This is an optimization exercise on Yosys and OpenROAD, whose aim is small area and a short achievable clock period, not a production implementation. In this exercise RTL edits were held to simulation tests only and were not proved equivalent to the original.

--- design.v ---
module add_4(
   input [3:0] 		a,
   input [3:0] 		b,
   input				in, 
   output reg 		 	coin, 
	output reg [3:0] 	sum
);
reg [4:0] carry;
always @(*) begin
    carry[0] = in;  
    sum[0] = a[0] ^ b[0] ^ carry[0];  
    carry[1] = (a[0] & b[0]) | (a[0] & carry[0]) | (b[0] & carry[0]);  
    sum[1] = a[1] ^ b[1] ^ carry[1];  
    carry[2] = (a[1] & b[1]) | (a[1] & carry[1]) | (b[1] & carry[1]);  
    sum[2] = a[2] ^ b[2] ^ carry[2];  
    carry[3] = (a[2] & b[2]) | (a[2] & carry[2]) | (b[2] & carry[2]);  
    sum[3] = a[3] ^ b[3] ^ carry[3];  
    carry[4] = (a[3] & b[3]) | (a[3] & carry[3]) | (b[3] & carry[3]);  
	coin =carry[4];
end
endmodule
module add_8(
    input [7:0] a,
    input [7:0] b,
    input		in,    
	output reg 		 coin,
	output reg [7:0] sum
);
parameter m=8;
wire [m/2-1:0] Al;
wire [m-1:m/2] Ah;
wire [m/2-1:0] Bl;
wire [m-1:m/2] Bh;
assign Al=a[m/2-1:0];
assign Ah=a[m-1:m/2];
assign Bl=b[m/2-1:0];
assign Bh=b[m-1:m/2];
wire [m/2-1:0] suml;
wire [m/2-1:0] sumh;
wire 		   coinl;
wire 		   coinh;
add_4	dutl(.a(Al), .b(Bl), .sum(suml), .in(in),     .coin(coinl));
add_4	duth(.a(Ah), .b(Bh), .sum(sumh), .in(coinl),  .coin(coinh));
always @(*) begin
	sum ={sumh,suml};
	coin =coinh;
end
endmodule
module add_16(
    input [15:0] a,
    input [15:0] b,
    input		in,
	output reg 		 coin,    
output reg [15:0] sum
);
parameter m=16;
wire [m/2-1:0] Al;
wire [m-1:m/2] Ah;
wire [m/2-1:0] Bl;
wire [m-1:m/2] Bh;
assign Al=a[m/2-1:0];
assign Ah=a[m-1:m/2];
assign Bl=b[m/2-1:0];
assign Bh=b[m-1:m/2];
wire [m/2-1:0] suml;
wire [m/2-1:0] sumh;
wire 		   coinl;
wire 		   coinh;
add_8	dutl(.a(Al), .b(Bl), .sum(suml), .in(in),     .coin(coinl));
add_8	duth(.a(Ah), .b(Bh), .sum(sumh), .in(coinl),  .coin(coinh));
always @(*) begin
	sum ={sumh,suml};
	coin =coinh;
end
endmodule
module add_32(
    input [31:0] a,
    input [31:0] b,
    input		in,   
	output reg 		 coin,
	output reg [31:0] sum
);
parameter m=32;
wire [m/2-1:0] Al;
wire [m-1:m/2] Ah;
wire [m/2-1:0] Bl;
wire [m-1:m/2] Bh;
assign Al=a[m/2-1:0];
assign Ah=a[m-1:m/2];
assign Bl=b[m/2-1:0];
assign Bh=b[m-1:m/2];
wire [m/2-1:0] suml;
wire [m/2-1:0] sumh;
wire 		   coinl;
wire 		   coinh;
add_16	dutl(.a(Al), .b(Bl), .sum(suml), .in(in),     .coin(coinl));
add_16	duth(.a(Ah), .b(Bh), .sum(sumh), .in(coinl),  .coin(coinh));
always @(*) begin
	sum ={sumh,suml};
	coin =coinh;
end
endmodule
module add_64(
    input [63:0] a,
    input [63:0] b,
    input		in,
	output reg 		 coin,
	output reg [63:0] sum
);
parameter m=64;
wire [m/2-1:0] Al;
wire [m-1:m/2] Ah;
wire [m/2-1:0] Bl;
wire [m-1:m/2] Bh;
assign Al=a[m/2-1:0];
assign Ah=a[m-1:m/2];
assign Bl=b[m/2-1:0];
assign Bh=b[m-1:m/2];
wire [m/2-1:0] suml;
wire [m/2-1:0] sumh;
wire 		   coinl;
wire 		   coinh;
add_32	dutl(.a(Al), .b(Bl), .sum(suml), .in(in),    .coin(coinl));
add_32	duth(.a(Ah), .b(Bh), .sum(sumh), .in(coinl),  .coin(coinh));
always @(*) begin
	sum ={sumh,suml};
	coin =coinh;
end
endmodule
module karatsuba_mul_2(
    A, B, C
);
parameter m=2;
parameter n=4;
input [m-1:0]A;
input [m-1:0]B;
output [n-1:0]C;
wire T;
assign C[0] =A[0]&B[0];
assign    T =(C[0]&(A[1]&B[1])) ? 1 : 0;
assign C[2] = (T) ? 0 : A[1]&B[1];
assign C[1] = (T) ? 0 : ((A[0]&B[1])||(A[1]&B[0]));
assign C[3]=(T) ? 1 : 0;	
endmodule
module karatsuba_mul_4(
    A, B, C
);
parameter m=4;
parameter n=8;
input [m-1:0] A;
input [m-1:0] B;
output[n-1:0] C;
wire [m/2-1:0] A0, A1;
wire [m/2-1:0] B0, B1;
wire [m-1:0] P0, P1, P2, P3;
assign A0 = A[m/2-1:0];
assign A1 = A[m-1:m/2];
assign B0 = B[m/2-1:0];
assign B1 = B[m-1:m/2];
karatsuba_mul_2  M1 (.A(A0), .B(B0), .C(P0));
karatsuba_mul_2  M2 (.A(A1), .B(B0), .C(P1)); 
karatsuba_mul_2  M3 (.A(A0), .B(B1), .C(P2)); 
karatsuba_mul_2  M4 (.A(A1), .B(B1), .C(P3)); 
wire [n-1:0] th,tl,t1,t3;
assign t1=P1<<2;
assign t3=P3<<2;
wire coin1,coin2,coin3;
wire [n-1:0]th_shift = th << 2;
add_8 ADD0 (.a({4'b0,P0}), .b(t1), .sum(tl), .in(1'b0), .coin(coin1));
add_8 ADD1 (.a({4'b0,P2}), .b(t3), .sum(th), .in(1'b0), .coin(coin2));
add_8 ADD2 (.a(th_shift), .b(tl), .sum(C),  .in(1'b0), .coin(coin3));
endmodule
module karatsuba_mul_8(  
	A, B, C
);
parameter m=8;
parameter n=16;
input [m-1:0] A;
input [m-1:0] B;
output[n-1:0] C;
wire [m/2-1:0] A0, A1;
wire [m/2-1:0] B0, B1;
wire [m-1:0] P0, P1, P2, P3;
assign A0 = A[m/2-1:0];
assign A1 = A[m-1:m/2];
assign B0 = B[m/2-1:0];
assign B1 = B[m-1:m/2];
karatsuba_mul_4  M1 (.A(A0), .B(B0), .C(P0));
karatsuba_mul_4  M2 (.A(A1), .B(B0), .C(P1)); 
karatsuba_mul_4  M3 (.A(A0), .B(B1), .C(P2)); 
karatsuba_mul_4  M4 (.A(A1), .B(B1), .C(P3)); 
wire [n-1:0] th,tl,t1,t3;
assign t1=P1<<4;
assign t3=P3<<4;
wire [n-1:0]th_shift = th << 4;
wire coin1,coin2,coin3;
add_16 ADD0 (.a({8'b0,P0}), .b(t1), .sum(tl), .in(1'b0), .coin(coin1));
add_16 ADD1 (.a({8'b0,P2}), .b(t3), .sum(th), .in(1'b0), .coin(coin2));
add_16 ADD2 (.a(th_shift), .b(tl), .sum(C),  .in(1'b0), .coin(coin3));
endmodule
module karatsuba_mul_16(  
	A, B, C
);
parameter m=16;
parameter n=32;
input [m-1:0] A;
input [m-1:0] B;
output[n-1:0] C;
wire [m/2-1:0] A0, A1;
wire [m/2-1:0] B0, B1;
wire [m-1:0] P0, P1, P2, P3;
assign A0 = A[m/2-1:0];
assign A1 = A[m-1:m/2];
assign B0 = B[m/2-1:0];
assign B1 = B[m-1:m/2];
karatsuba_mul_8  M1 (.A(A0), .B(B0), .C(P0));
karatsuba_mul_8  M2 (.A(A1), .B(B0), .C(P1)); 
karatsuba_mul_8  M3 (.A(A0), .B(B1), .C(P2)); 
karatsuba_mul_8  M4 (.A(A1), .B(B1), .C(P3)); 
wire [n-1:0] th,tl,t1,t3;
assign t1=P1<<8;
assign t3=P3<<8;
wire [n-1:0]th_shift = th << 8;
wire coin1,coin2,coin3;
add_32 ADD0 (.a({16'b0,P0}), .b(t1), .sum(tl), .in(1'b0), .coin(coin1));
add_32 ADD1 (.a({16'b0,P2}), .b(t3), .sum(th), .in(1'b0), .coin(coin2));
add_32 ADD2 (.a(th_shift), .b(tl),  .sum(C),  .in(1'b0), .coin(coin3));
endmodule
module karatsuba_mul_32(  
	A, B, C
);
parameter m=32;
parameter n=64;
input [m-1:0] A;
input [m-1:0] B;
output[n-1:0] C;
wire [m/2-1:0] A0, A1;
wire [m/2-1:0] B0, B1;
wire [m-1:0] P0, P1, P2, P3;
assign A0 = A[m/2-1:0];
assign A1 = A[m-1:m/2];
assign B0 = B[m/2-1:0];
assign B1 = B[m-1:m/2];
karatsuba_mul_16  M1 (.A(A0), .B(B0), .C(P0));
karatsuba_mul_16  M2 (.A(A1), .B(B0), .C(P1)); 
karatsuba_mul_16  M3 (.A(A0), .B(B1), .C(P2)); 
karatsuba_mul_16  M4 (.A(A1), .B(B1), .C(P3)); 
wire [n-1:0] th,tl,t1,t3;
assign t1=P1<<16;
assign t3=P3<<16;
wire [n-1:0]th_shift = th << 16;
wire coin1,coin2,coin3;
add_64 ADD0 (.a({32'b0,P0}), .b(t1), .sum(tl),  .in(1'b0), .coin(coin1));
add_64 ADD1 (.a({32'b0,P2}), .b(t3), .sum(th),  .in(1'b0), .coin(coin2));
add_64 ADD2 (.a(th_shift), .b(tl), .sum(C),   .in(1'b0), .coin(coin3));
endmodule
module karatsuba_mul_top(
	input		clk,
	input		rst_n,
	input 	    [31:0] A,
	input 	    [31:0] B,
	output	    [63:0] C
);
reg [31:0] a,b;
karatsuba_mul_32 dut(
	.A			(a),
    .B			(b),
    .C			(C)
);
always @ (posedge clk or negedge rst_n)
begin
	if(!rst_n) begin
	a <= 32'b00000000_00000000_00000000_00000000;
	b <= 32'b00000000_00000000_00000000_00000000;
	end
	else begin
	a <= A;
	b <= B;
	end	
end
endmodule
--- run.sh ---
#!/bin/bash
# synth_recipe.tcl (not shown) runs the flow's synth.tcl, then flattens the netlist and writes it again
# the make line also repeats each setting of config.mk as NAME=value (left out here)
make -C /OpenROAD-flow-scripts/flow DESIGN_CONFIG=/design/flow/config.mk WORK_HOME=/design/flow/orfs CLKGATE_MAP_FILE= SYNTH_SCRIPT=/design/flow/synth_recipe.tcl finish
--- config.mk ---
export PLATFORM = sky130hd
export DESIGN_NAME = karatsuba_mul_top
export DESIGN_NICKNAME = karatsuba_mul_top
export VERILOG_FILES = /design/flow/design.v
export SDC_FILE = /design/flow/constraint.sdc
export NUM_CORES = 4
export LEC_CHECK = 0
export CAP_MARGIN = 20
export CORE_MARGIN = 2
export CORE_UTILIZATION = 40
export SLEW_MARGIN = 20
--- constraint.sdc ---
create_clock -name core_clock -period 35.0 [get_ports {clk}]
set_input_delay 7.0000 -clock core_clock [delete_from_list [all_inputs] [get_ports {clk}]]
set_output_delay 7.0000 -clock core_clock [all_outputs]
set_load 0.01 [all_outputs]
==> results.py <==
metrics = {
    "sta": {
        "fin_crit_ns": 33.75,
        "hold_viol": 0,
        "period_share": 0.964,
        "slew_viol_final": 0,
        "slew-limit-headroom": 0.382,
        "worstMarginPinSlew_ns": 0.924,
        "fin_setup_tns_ns": 0,
        "hold_slack_ns": 6.49,
        "max_freq_mhz": 29.6,
        "setup_viol": 0,
        "rsz0062_at_grt": "no",
    },
    "worst_setup_path": {
        "cp_slowest_cell": "fa_1",
        "critPathLaunchType": "flop",
        "crit_fanout": 34,
        "critPathMostFrequentCell": "fa_1",
        "arrival_ns": 26.75,
        "critPathCaptureType": "output pin",
        "slowest_delay_ns": 0.55,
        "worst-setup-path-type": "flop to output pin",
        "crit_required_ns": 28.00,
    },
    "clocking": {
        "cts_tree": "done",
        "cts.sink_count": 64,
        "root_buffer": "clkbuf_16",
        "cts_buffers": 9,
        "cts_resized": 0,
        "clk_pin_slew_ns": 0.10,
        "holdBufCountCts": 0,
        "cts_setup_buffers": 0,
        "clockBufferDepth": 2,
        "cts_max_level": 3,
    },
    "synthesis": {
        "syn_inst": 4947,
        "syn_area_per_cell_um2": 8.53,
        "syn_nets": 6523,
        "synthFlopType": "dfrtp_1",
        "synth_cell_types": 19,
        "ys_warn_count": 6,
        "ys_seq_area_frac": 0.0380,
        "synth_edf_count": 0,
        "ys_ff_latch": 64,
        "async_flop_share": 1.00,
        "synth_area_um2": 42200,
    },
    "global_route": {
        "grt_max_degree": 43,
        "track_usage": 0.224,
        "antenna_found_initial": 1,
        "grt_pass1_vias": 31900,
        "gr-total-overflow": 0,
        "grt_pass1_wl_um": 184000,
    },
    "routing": {
        "routedWlPerCell_um": 18.3,
        "drc": 0,
        "viasPerCell": 4.82,
        "route.final.wire_length_um": 116000,
        "drtAntennaViolNets": 0,
        "num_vias": 30500,
        "dr.pass1.iters": 5,
        "drt-initial-drc-count": 1625,
    },
    "placed_design": {
        "dp.final_hpwl_um": 93000,
        "gp_congestion": 0.906,
        "place_area_um2": 44800,
        "io_buffers": 129,
    },
    "floorplanning": {
        "io-pin-count": 130,
        "die_y_um": 329,
        "die_area_um2": 108000,
        "die_w_um": 329,
        "initial_core_util": 0.402,
        "rows": 119,
        "core_area_um2": 105000,
    },
    "cells_and_area": {
        "fin_util": 0.430,
        "nNetsFinal": 6514,
        "final_common_cell": "inv_1",
        "drive_above_1_share": 0.0251,
        "syn_to_final_growth_pct": 7.02,
        "layout_common_cells": "inv_1 (1129), nand2_1 (795), fa_1 (790)",
        "finalInstanceArea_um2": 45200,
        "diodes": 0,
    },
    "min_path": {
        "hold_class": "primary input to asynchronous set/reset pin",
    },
    "status": {
        "outcome": "timing/DRC/antenna clean",
    },
    "job": {
        "cap_violations": 0,
    },
}
## layer usage
metal	global-route usage	part of all wire	routed length, um
met5	0	0	0
met4	0.0625	0.028	3240
met3	0.0295	0.060	6910
met2	0.368	0.47	54200
met1	0.310	0.45	51800
## worst max-delay path: cells and delay by family, from the launching register on
family | cells | cell delay (ns)
buf+inv | 10 | 1.36
xor+xnor | 3 | 0.57
flops | 1 | 0.33
fa+ha+maj | 67 | 23.13
simple gates | 2 | 0.85
## per-stage QoR
| step | worst slack (ns) | instances |
|---|---|---|
| CTS | 1.15 | 6334 |
| global placement | 1.80 | 6318 |
| detailed placement | 1.51 | 6318 |
| global route | 0.362 | 6334 |
| floorplan | 3.50 | 4947 |
| finish | 1.25 | 6334 |
## layout make-up
type                            instances  area [um2]
Inverter                             1129        4240
Timing Repair Buffer                  231        2050
Clock inverter                          6        91.3
Multi-Input combinational cell       3503       35200
Sequential cell                        64        1600
Clock buffer                           10         239
Fill cell                           10400       59800
Tap cell                             1391        1740
## state kept, by name, summed over array words and instances, names as in the netlist
signal	count
a	32
b	32
## kinds of logic (layout without fill, tap and decap cells)
| group | count (synthesis) | in the layout | share of synthesized area |
|---|---|---|---|
| simple gates | 1568 | 1568 | 0.157 |
| flops | 64 | 64 | 0.0380 |
| buf+inv | 1380 | 1376 | 0.128 |
| fa+ha+maj | 1510 | 1510 | 0.588 |
| xor+xnor | 425 | 425 | 0.0886 |
## cell usage after synthesis (4+ instances only)
master    count  area [um2]
nand2_1     795        2980
xor2_1      168        1470
inv_1      1129        4240
dfrtp_1      64        1600
and2_1      256        1600
clkbuf_1     93         349
nand2_2       5        31.3
nor2_1      457        1720
xnor2_1     256        2240
buf_2       146         731
and3_1       12        75.1
buf_4        10        75.1
nand4_1       4        25.0
fa_1        790       15800
nand3_1      39         195
ha_1        720        9010
## final timing paths
| check | start | to | depth (start not counted) |
|---|---|---|---|
| setup / recovery | b[1] | C[63] | 82 |
| hold / removal | rst_n | a[6] | 1 |
| max in group asynchronous | rst_n | a[29] | 2 |
| min in group core_clock | A[14] | a[14] | 1 |

[port drivers added, routing unchanged]
No port has a modelled driver above. Below, the same layout with a new extraction and two added sets of constraints.
Step 1: set_driving_cell puts a clkbuf_16 on clk and a buf_2 on each other input, an assumption about the parent block.
Step 2 also shifts input and output timing later by t, the mid clock arrival at the registers, as if the neighbouring blocks saw the same clock.
Slacks: no drivers / after step 1 / after step 2; pairs: no drivers / after step 1.
t, ns: 0.484
setup WS [ns]: 1.249 / 1.181 / 1.665
hold slack, ns: 6.492 / 6.522 / 7.006
worst register clock-pin slew, ns: 0.10 / 0.10
worst slew at a driven data input, ns: 0.09
After both steps setup and hold are still met in this run. For this run, drivers alone change the setup slack by -0.068 ns; drivers and shift together by +0.416 ns.
